This is an optimization exercise on Yosys and OpenROAD, whose aim is small area and a short achievable clock period, not a production implementation.
The RTL was checked by simulation tests, not by an equivalence proof against the original design.
Power figures rest on the tool's default switching activity, not on a simulated workload.

==> flow/design.v (outline; a module is shown in full before it is edited, if it fits) <==
// module mac_port: 423 lines
// module mac_port0: 235 lines
// module mac_prod: 368 lines
// module mac_cs0: 607 lines
// module mac_cs1: 539 lines
// module mac_cs2: 464 lines
// module mac_cs3: 496 lines
// module mac_cs4: 464 lines
// module add4: 135 lines
// module fa: 4 lines
// module ha: 4 lines
// module benc: 13 lines
// module dffre: 14 lines
// module systolic_array_with_skew: 170 lines
module systolic_array_with_skew
#(
  parameter IFMAP_WIDTH = 16,
  parameter WEIGHT_WIDTH = 16,
  parameter OFMAP_WIDTH = 32,
  parameter ARRAY_HEIGHT = 4,
  parameter ARRAY_WIDTH = 4
)(
  input clk,
  input rst_n,
  input en,
  input weight_en,
  input [3:0] weight_wen,
  input [63:0] ifmap_in,
  input [63:0] weight_in,
  input [127:0] ofmap_in,
  output [127:0] ofmap_out
);
  // ...
==> flow/flow/run.sh <==
#!/bin/bash
set -euo pipefail
WORK=$(pwd)
SETUP_MARGIN=6.3
# extra ORFS settings: no dummy clock-tree loads, small port buffers
EXTRA="'CTS_ARGS=-sink_clustering_enable -repair_clock_nets -dont_use_dummy_load' BUFFER_PORTS_ARGS='-buffer_cell sky130_fd_sc_hd__buf_2'"
FLOWDIR=$WORK/flow

# synthesis script: synth_recipe.tcl with the adder mapping in front of the
# first synth call
{
  echo 'proc synth {args} {'
  echo '  if {![info exists ::adders_mapped]} {'
  echo '    set ::adders_mapped 1'
  echo "    yosys techmap -map $FLOWDIR/fa_map.v"
  echo '  }'
  echo '  yosys synth -nofsm -noshare {*}$args'
  echo '}'
  tail -n +2 "$WORK/synth_recipe.tcl"
} > "$WORK/own_synth.tcl"
grep -q '^proc synth {args} { yosys synth -nofsm -noshare {\*}\$args }$' "$WORK/synth_recipe.tcl"

sed "s#SYNTH_SCRIPT=[^ ]*#SYNTH_SCRIPT=$WORK/own_synth.tcl SETUP_SLACK_MARGIN=$SETUP_MARGIN $EXTRA#" "$WORK/standard.sh" > "$WORK/own_standard.sh"
grep -q "SYNTH_SCRIPT=$WORK/own_synth.tcl" "$WORK/own_standard.sh"

bash "$WORK/own_standard.sh" "$@" > "$WORK/orfs_make.log" 2>&1
==> flow/flow/fa_map.v <==
// Maps the design's full and half adder modules straight onto the
// library's adder cells, so the compressor trees keep their structure.
(* techmap_celltype = "fa" *)
module _map_fa (input a, input b, input c, output s, output co);
  sky130_fd_sc_hd__fa_1 _TECHMAP_REPLACE_ (.A(a), .B(b), .CIN(c), .SUM(s), .COUT(co));
endmodule

(* techmap_celltype = "ha" *)
module _map_ha (input a, input b, output s, output co);
  sky130_fd_sc_hd__ha_1 _TECHMAP_REPLACE_ (.A(a), .B(b), .SUM(s), .COUT(co));
endmodule
==> flow/standard.sh <==
#!/bin/bash
# synth_recipe.tcl (not shown) runs the flow's synth.tcl, then flattens the netlist and writes it again
# the make line also repeats each setting of config.mk as NAME=value (left out here)
make -C /OpenROAD-flow-scripts/flow DESIGN_CONFIG=/design/flow/config.mk WORK_HOME=/design/flow/orfs CLKGATE_MAP_FILE= SYNTH_SCRIPT=/design/flow/synth_recipe.tcl "${@:-finish}"
==> flow/config.mk <==
export PLATFORM = sky130hd
export DESIGN_NAME = systolic_array_with_skew
export DESIGN_NICKNAME = systolic_array_with_skew
export VERILOG_FILES = /design/flow/design.v
export SDC_FILE = /design/flow/constraint.sdc
export NUM_CORES = 4
export LEC_CHECK = 0
export ABC_AREA = 1
export CAP_MARGIN = 20
export CORE_MARGIN = 2
export CORE_UTILIZATION = 65
export SLEW_MARGIN = 20
==> flow/constraint.sdc <==
create_clock -name core_clock -period 10.0 [get_ports {clk}]
set_input_delay 2.0000 -clock core_clock [delete_from_list [all_inputs] [get_ports {clk}]]
set_output_delay 2.0000 -clock core_clock [all_outputs]
set_load 0.01 [all_outputs]
==> qor.yml, run 1 <==
status:
  status: "timing/DRC/antenna clean"
pwr:
  switchingPower_mw: 18.9
  intPower_mw: 23.7
  combPwrFrac: 0.564
  powerDensity_nw_per_um2: 239
global_routing:
  busiest_layer: "met1"
  grt_pass1_vias: 133375
  grt_use_met1: 0.593
  antenna_found_initial: 25
  grtUsageMet2: 0.568
  grt_first_pass_wirelength_um: 828000
  grt_start_max_net_pins: 242
yosys:
  postSynth.asyncResetShare: 0
  synth_compound_area_frac: 0.152
  synth-edff-count: 0
  yosys.area_share.simple: 0.106
  yosysUniqueCellTypes: 41
setup_path:
  path_common_cell: "nor2_1"
  slowest_stage: "buf_6"
  cp-startpoint: "en"
  endpoint_kind: "register"
run:
  drv_cap: 0
final_layout:
  regArea_um2: 41400
  utilization: 0.687
  largest_cell_class: "multi-input combinational cells"
  diodes: 17
  fillCellCount: 21529
  inverters: 1106
floorplanning:
  fp.dieH_um: 515
  ios: 392
  nWellTaps: 3402
clock_tree:
  cts_buffers: 226
  cts.sinks: 2021
  cts_resized: 396
sta:
  timing.final.ws_setup_ns: 6.27
  setup_viol: 0
  grt_setup_unrepaired: "true"
detailed_routing:
  ant_nets: 0
  drt_iter0_drc: 17874
  highest_layer: "met5"
  first_pass_iters: 8
  wl_met1_um: 229000
placement:
  detailedPlacementHpwl_um: 391000
  dpl_cell_area_um2: 170000
==> inputs of run 2 (changes only) <==
--- a/flow/flow/run.sh
+++ b/flow/flow/run.sh
@@ -1,7 +1,7 @@
 #!/bin/bash
 set -euo pipefail
 WORK=$(pwd)
-SETUP_MARGIN=6.3
+SETUP_MARGIN=6.5
 # extra ORFS settings: no dummy clock-tree loads, small port buffers
 EXTRA="'CTS_ARGS=-sink_clustering_enable -repair_clock_nets -dont_use_dummy_load' BUFFER_PORTS_ARGS='-buffer_cell sky130_fd_sc_hd__buf_2'"
 FLOWDIR=$WORK/flow
==> qor.yml, run 2 <==
clock_tree:
  cts_max_path_buffers: 4
  cts_buffers: 226  # unchanged
  h-tree-depth: 4
  clk_pin_slew_worst_paths_ns: 0.07
  holdBufCountCts: 0
  insertion_delay_ns: 0.95
  cts.sinks: 2021  # unchanged
  cts_tree: "yes"
  cts_root_buffer: "clkbuf_16"
final_layout:
  largest_reg_flops: 480
  drive_gt1_frac: 0.131
  final_cell_mix: "nor2_1 (2,228), xor2_1 (2,206), fa_1 (2,013)"
  fillCellCount: 20662  # -4.0%
  reg_top3: "mc.mr.m.sreg.r: 480 flops, mc.mr.m.creg.r: 447 flops, col.row.genblk1.wn.wreg.r: 336 flops"
  utilization: 0.711  # +0.0246
  multi_input_area_um2: 119000
  synthToLayoutAreaGrowth_pct: 8.74
  fin_area_um2: 185000
  regArea_um2: 41700  # +0.80%
  final_nets: 21880
  largest-register: "mc.mr.m.sreg.r"
  mostFrequentLayoutCell: "nor2_1"
sta:
  timing.fmax_mhz: 275
  maxSlewHeadroom: 0.335
  grt_setup_unrepaired: "true"
  fin_hold_ws_ns: 0.418
  fin_worst_skew_ns: 0.0987
  min_period_ns: 3.64
  tns_ns: 0
  drv_slew: 0
  setup_viol: 0  # unchanged
  tightest_slew_ns: 0.997
  hold_violations: 0
  fin_crit_sh: 0.364
yosys:
  syn_avg_cell_area_um2: 8.73
  yosysMostFrequentCell: "fa_1"
  synth-edff-count: 0  # unchanged
  syn_area_um2: 170000
  postSynth.asyncResetShare: 0  # unchanged
  synth-seq-cells: 2021
  yosys_warnings: 15
  synth_top_area_frac: 0.272
  synth_top_cells_by_area: "fa_1 (27%), dfxtp_1 (24%), xor2_1 (12%)"
  synth_cells: 19465
  yosys.area.top_type: "fa_1"
  synth_flop_cell: "dfxtp_1"
  yosysUniqueCellTypes: 41  # unchanged
  synthTopCellsByCount: "fa_1 (2,311), xor2_1 (2,261), nor2_1 (2,237)"
  yosysSeqAreaShare: 0.238
placement:
  dpl_cell_area_um2: 171000  # +0.29%
  portBuffers: 391
  gp_congestion: 1.01
  detailedPlacementHpwl_um: 390000  # about the same
pwr:
  p_leak_nw: 89.8
  powerDensity_nw_per_um2: 234  # -1.8%
  ir_drop_v: 0.000241
  power.total_mw: 43.3
floorplanning:
  core_area_um2: 260000
  fp.dieH_um: 515  # unchanged
  die-area_um2: 266000
  rows: 187
  start_util: 0.654
  ios: 392  # unchanged
  die_w_um: 515
detailed_routing:
  drt_iter0_drc: 19009  # +6.4%
  viasPerCell: 6.40
  wl_per_cell_um: 25.5
  ant_nets: 0  # unchanged
  num_vias: 142577
  drc: 0
  first_pass_iters: 8  # unchanged
  finalWirelength_um: 568000
global_routing:
  grt_overflow: 0
  antenna_found_initial: 30  # +20%
  grt_start_max_net_pins: 224  # -7.4%
  grt_pass1_vias: 135745  # +1.8%
  grt_usage: 0.412
  grt_first_pass_wirelength_um: 842000  # +1.7%
setup_path:
  crit_arrival_ns: 4.45
  startpoint_type: "register"
  endpoint_kind: "register"
  path_max_fanout: 7
  crit_type: "register to register"
  critPathRequiredTime_ns: 10.81
hold_path:
  hold_path_class: "register to register"
run:
  drv_cap: 0  # unchanged
status:
  status: "timing/DRC/antenna clean"
==> run 2: cell families (layout without fill, tap and decap cells) <==
kind of cell | Yosys count | count (layout) | share of synthesized area
buf+inv | 3082 | 2469 | 0.0757
xor+xnor | 2367 | 2367 | 0.122
compound gates | 4627 | 4627 | 0.152
fa+ha+maj | 2759 | 2759 | 0.305
simple gates | 4608 | 4610 | 0.106
other cells | 1 | 23 | 0.0000221
flops | 2021 | 2021 | 0.238
==> run 2: final timing paths <==
| check | from | to | slack, ns | cells past startpoint |
|---|---|---|---|---|
| worst min register to register | dsk[0].s[0].r.r[7] | dsk[0].s[1].r.r[7] | 0.42 | 2 |
| worst min-delay path | dsk[0].s[0].r.r[7] | dsk[0].s[1].r.r[7] | 0.42 | 2 |
| worst max register to register | isk[1].s[0].r.r[12] | mc[0].mr[1].m.creg.r[17] | 6.36 | 10 |
| worst max-delay path | isk[1].s[0].r.r[12] | mc[0].mr[1].m.creg.r[17] | 6.36 | 10 |
==> run 2: metrics by stage <==
stage	setup slack, ns	cells
6_report	6.36	22278
5_1_grt	6.29	22266
4_1_cts	6.43	22044
3_5_place_dp	5.06	21562
3_3_place_gp	5.10	21562
2_1_floorplan	5.98	19466
==> run 2: cell type report <==
cell class,instances,area share
antenna,21,0.000284
sequential,2021,0.226
inverter,1105,0.0243
timing repair buffer,1137,0.0518
multi-input combinational,14365,0.644
clock buffer,226,0.0306
tap,3402,0.0230
timing repair inverter,1,0.0000474
==> run 2: per-layer routing <==
layer / up-vias / track usage / routed length, um
met5: - / 0 / 84
met3: 1741 / 0.114 / 75500
met1: 69191 / 0.596 / 228000
li1: 62383 / - / -
met2: 9250 / 0.581 / 236000
met4: 12 / 0.168 / 28400
==> run 2: critical path, cell delays in order (launching register included) <==
cell,delay (ns)
dfxtp_4,0.38
buf_2,0.19
o22ai_1,0.23
xor2_1,0.23
fa_1,0.48
fa_2,0.50
fa_1,0.38
fa_1,0.54
fa_2,0.46
nor2_1,0.12
nor2_1,0.06
==> run 2: power breakdown <==
group	leakage (nW)	internal, mW	switching (mW)
logic	70.3	10.7	14.2
clock network	2.79	3.92	3.25
registers	16.7	9.53	1.73
total	89.8	24.1	19.1
==> run 2: repair_timing <==
item                        CTS  global route
setup endpoints to repair  1142           729
pin swaps                    91           210
gates cloned                  9            15
resized for setup           893           638
setup buffers               247           198
==> inputs of run 3 (changes only) <==
--- a/flow/flow/run.sh
+++ b/flow/flow/run.sh
@@ -1,9 +1,10 @@
 #!/bin/bash
 set -euo pipefail
 WORK=$(pwd)
-SETUP_MARGIN=6.5
-# extra ORFS settings: no dummy clock-tree loads, small port buffers
-EXTRA="'CTS_ARGS=-sink_clustering_enable -repair_clock_nets -dont_use_dummy_load' BUFFER_PORTS_ARGS='-buffer_cell sky130_fd_sc_hd__buf_2'"
+SETUP_MARGIN=6.4
+# extra ORFS settings: no dummy clock-tree loads, clkbuf_8 clock buffers,
+# small port buffers
+EXTRA="'CTS_ARGS=-sink_clustering_enable -repair_clock_nets -dont_use_dummy_load -buf_list sky130_fd_sc_hd__clkbuf_8' BUFFER_PORTS_ARGS='-buffer_cell sky130_fd_sc_hd__buf_2'"
 FLOWDIR=$WORK/flow
 
 # synthesis script: synth_recipe.tcl with the adder mapping in front of the
--- a/flow/config.mk
+++ b/flow/config.mk
@@ -8,5 +8,6 @@
 export ABC_AREA = 1
 export CAP_MARGIN = 20
 export CORE_MARGIN = 2
-export CORE_UTILIZATION = 65
+export CORE_UTILIZATION = 70
+export PLACE_DENSITY = 0.78
 export SLEW_MARGIN = 20
==> qor.yml, run 3 <==
setup_path:
  cp_num_buf_inv: 0  # -1
  path_cells: "o22ai_1, xor2_1, fa_1, fa_2, fa_2, fa_2, fa_2, o21ai_2, a21oi_1"
  slowest_stage: "fa_2"
  endpoint_kind: "register"
  r2r_end: "mc[0].mr[1].m.creg.r[19]"
  regToRegSetupSlack_ns: 6.16  # -0.20 ns
  critPathMaxStageDelay_ns: 0.65  # +0.11 ns
  r2r_cells: 9  # -1
  cpLargestDelayFamily: "adder cells"
  r2r-start: "col[0].row[1].genblk1.wn.wreg.r[12]"
  path_max_fanout: 17  # +10
  crit_arrival_ns: 4.71  # +0.26 ns
  critPathRequiredTime_ns: 10.88  # +0.07 ns
  crit_type: "register to register"
  startpoint_type: "register"
  path_common_cell: "fa_2"
detailed_routing:
  wl_per_cell_um: 25.0  # -2.1%
  viasPerCell: 6.58  # +2.8%
  ant_nets: 0  # unchanged
  first_pass_iters: 8  # unchanged
  finalWirelength_um: 549000  # -3.4%
  drc: 0  # unchanged
  num_vias: 144692  # +1.5%
  drt_iter0_drc: 20181  # +6.2%
placement:
  place_ws_ns: 4.95  # -0.108 ns
  detailedPlacementHpwl_um: 383000  # -1.8%
  dp_cells: 21323  # -1.1%
  portBuffers: 391  # unchanged
  gp_congestion: 1.01  # +0.43%
sta:
  setup_viol: 0  # unchanged
  hold_violations: 0  # unchanged
  fin_worst_skew_ns: 0.129  # +0.0304 ns
  grt_setup_unrepaired: "true"
  drv_slew: 0  # unchanged
  min_period_ns: 3.84  # +0.201 ns
  timing.fmax_mhz: 261  # -5.2%
  fin_crit_sh: 0.384  # +0.0201
  maxSlewHeadroom: 0.276  # -0.0597
  timing.final.ws_setup_ns: 6.16  # -0.201 ns
  fin_hold_ws_ns: 0.391  # -0.0263 ns
  tightest_slew_ns: 1.08  # +0.0881 ns
  tns_ns: 0  # unchanged
yosys:
  yosysSeqAreaShare: 0.238  # unchanged
  synth_top_area_frac: 0.272  # unchanged
  yosysMostFrequentCell: "fa_1"
  synth-seq-cells: 2021  # unchanged
  synth_cells: 19465  # unchanged
  synth_flop_cell: "dfxtp_1"
  syn_avg_cell_area_um2: 8.73  # unchanged
  synthTopCellsByCount: "fa_1 (2,311), xor2_1 (2,261), nor2_1 (2,237)"
  synth-edff-count: 0  # unchanged
  synth_top_cells_by_area: "fa_1 (27%), dfxtp_1 (24%), xor2_1 (12%)"
  yosysUniqueCellTypes: 41  # unchanged
  syn_area_um2: 170000  # unchanged
  postSynth.asyncResetShare: 0  # unchanged
  yosys.area.top_type: "fa_1"
  yosys_warnings: 15  # unchanged
clock_tree:
  cts_max_path_buffers: 4  # unchanged
  cts.sinks: 2021  # unchanged
  cts_root_buffer: "clkbuf_8"
  insertion_delay_ns: 1.12  # +0.17 ns
  clk_pin_slew_worst_paths_ns: 0.06  # about the same
  cts_buffers: 358  # +58%
  cts_tree: "yes"
  h-tree-depth: 5  # +1
global_routing:
  grt_usage: 0.432  # +0.0198
  grt_pass1_vias: 139255  # +2.6%
  grt_first_pass_wirelength_um: 826000  # -1.8%
  grt_overflow: 0  # unchanged
  grt_start_max_net_pins: 230  # +2.7%
  antenna_found_initial: 26  # -13%
final_layout:
  drive_gt1_frac: 0.119  # -0.0123
  multi_input_area_um2: 118000  # -0.70%
  largest_reg_flops: 480  # unchanged
  fin_cells: 21984  # -1.3%
  utilization: 0.750  # +0.0382
  synthToLayoutAreaGrowth_pct: 6.31
  largest-register: "mc.mr.m.sreg.r"
  final_nets: 21797  # -0.38%
  final_cell_mix: "nor2_1 (2,229), xor2_1 (2,221), fa_1 (2,115)"
  fillCellCount: 17938  # -13%
  regArea_um2: 41600  # -0.11%
  reg_top3: "mc.mr.m.sreg.r: 480 flops, mc.mr.m.creg.r: 447 flops, col.row.genblk1.wn.wreg.r: 336 flops"
  mostFrequentLayoutCell: "nor2_1"
pwr:
  p_leak_nw: 88.4  # -1.6%
  powerDensity_nw_per_um2: 233  # -0.58%
  ir_drop_v: 0.000215  # -11%
hold_path:
  min_from: "dsk[0].s[0].r.r[5]"
  hold_path_class: "register to register"
  hold_end: "dsk[0].s[1].r.r[5]"
  hold_depth: 2  # unchanged
floorplanning:
  start_util: 0.705  # +0.0509
  ios: 392  # unchanged
  die-area_um2: 247000  # -7.1%
  die_w_um: 497  # -3.6%
  rows: 180  # -3.7%
  core_area_um2: 241000  # -7.2%
  fp.dieH_um: 497  # -3.6%
status:
  status: "timing/DRC/antenna clean"
run:
  drv_cap: 0  # unchanged
==> run 3: cell counts after synthesis <==
No cell type changed its count.
==> run 3: area by class of cell <==
class | count | share of cell area
Antenna cell | 27 | 0.000374
Sequential cell | 2021 | 0.231
Tap cell | 3185 | 0.0221
Inverter | 1105 | 0.0246
Timing Repair inverter | 1 | 0.0000623
Multi-Input combinational cell | 14363 | 0.654
Timing Repair Buffer | 924 | 0.0407
Clock buffer | 358 | 0.0273
==> run 3: repair_timing <==
| item | 4_1_cts | 5_1_grt |
|---|---|---|
| setup buffers | 108 | 163 |
| endpoints found under the setup margin | 933 | 1005 |
| pin swaps | 46 | 103 |
| resized for setup | 704 | 573 |
| hold buffers | 0 | 0 |
| gates cloned | 3 | 1 |
| endpoints found under the hold margin | 0 | 0 |
==> run 3: worst reg2reg max path, stage by stage (launching register included) <==
cell and delay [ns]:
dfxtp_4 0.43, o22ai_1 0.21, xor2_1 0.23, fa_1 0.49
fa_2 0.51, fa_2 0.39, fa_2 0.65, fa_2 0.52
o21ai_2 0.13, a21oi_1 0.05
==> run 3: worst max path at each step <==
stage | start | slack (ns) | endpoint | cells after the start
2_1_floorplan | ifmap_in[13] | 5.98 | mc[0].mr[0].m.creg.r[13] | 8
3_3_place_gp | en | 5.03 | ngs[3].r.r | 6
3_5_place_dp | rst_n | 4.95 | col[3].row[1].genblk1.wn.wreg.r[21] | 6
4_1_cts | isk[1].s[0].r.r[5] | 6.20 | mc[0].mr[1].m.creg.r[19] | 10
5_1_grt | isk[1].s[0].r.r[2] | 6.15 | mc[0].mr[1].m.creg.r[19] | 10
6_report | col[0].row[1].genblk1.wn.wreg.r[12] | 6.16 | mc[0].mr[1].m.creg.r[19] | 9
==> run 3: metal layers <==
| metal | vias to the layer above | GRT usage | wire (um) |
|---|---|---|---|
| met5 | - | 0 | 100 |
| met4 | 10 | 0.189 | 28800 |
| li1 | 62198 | - | - |
| met2 | 10891 | 0.606 | 227000 |
| met3 | 2139 | 0.160 | 85000 |
| met1 | 69454 | 0.599 | 208000 |
==> run 3: cells by family (layout without fill, tap and decap cells) <==
group,Yosys count,after routing,synth area share
other,1,29,0.0000221
AND/OR/NAND/NOR,4608,4608,0.106
XOR/XNOR,2367,2367,0.122
flip-flops,2021,2021,0.238
buffers and inverters,3082,2388,0.0757
adder cells (fa/ha/maj),2759,2759,0.305
AO/OA/AOI/OAI,4627,4627,0.152
==> run 3: metrics by stage <==
stage / instance area, um^2 / total power [mW]
final: 181000 / 42.1
after global routing: 181000 / 44.9
after CTS: 177000 / 40.9
after detailed placement: 170000 / 34.3
after global placement: 170000 / 33.9
after floorplan: 171000 / 26.7
==> run 3: power breakdown <==
part	total, mW	switching, mW	leakage, nW	internal (mW)
combinational	24.4	13.9	69.1	10.5
clock	6.33	3.19	2.57	3.14
sequential	11.3	1.77	16.7	9.54

-- port drivers added, routing unchanged --
The results above use ideal ports. As a check the final layouts listed here were re-extracted and re-timed, cells and wires unchanged.
Step 1 (the two cells are an assumption about what drives the block):
set clk [get_ports {clk}]
set_driving_cell -lib_cell sky130_fd_sc_hd__clkbuf_16 $clk
set_driving_cell -lib_cell sky130_fd_sc_hd__buf_2 [delete_from_list [all_inputs] $clk]
Step 2 also shifts input and output timing later by t, the mid clock arrival at the registers, as if the neighbouring blocks saw the same clock.
Three values: ideal ports, drivers, drivers and shift; two values: the first two.
run	t, ns	setup slack, ns	worst hold slack (ns)	worst slew at a driven data input, ns	cell pins on the clock port's net
run 1	1.014	6.270 / 6.290 / 5.321	0.435 / 0.435 / 0.435	0.18	1
run 2	1.006	6.363 / 6.363 / 5.460	0.418 / 0.418 / 0.418	0.18	1
run 3	1.165	6.162 / 6.162 / 5.382	0.391 / 0.391 / 0.391	0.16	1
After both steps setup and hold are still met in every run listed. The setup slack of run 1, which loses most, moves by +0.020 ns with the drivers and by -0.949 ns with both steps.
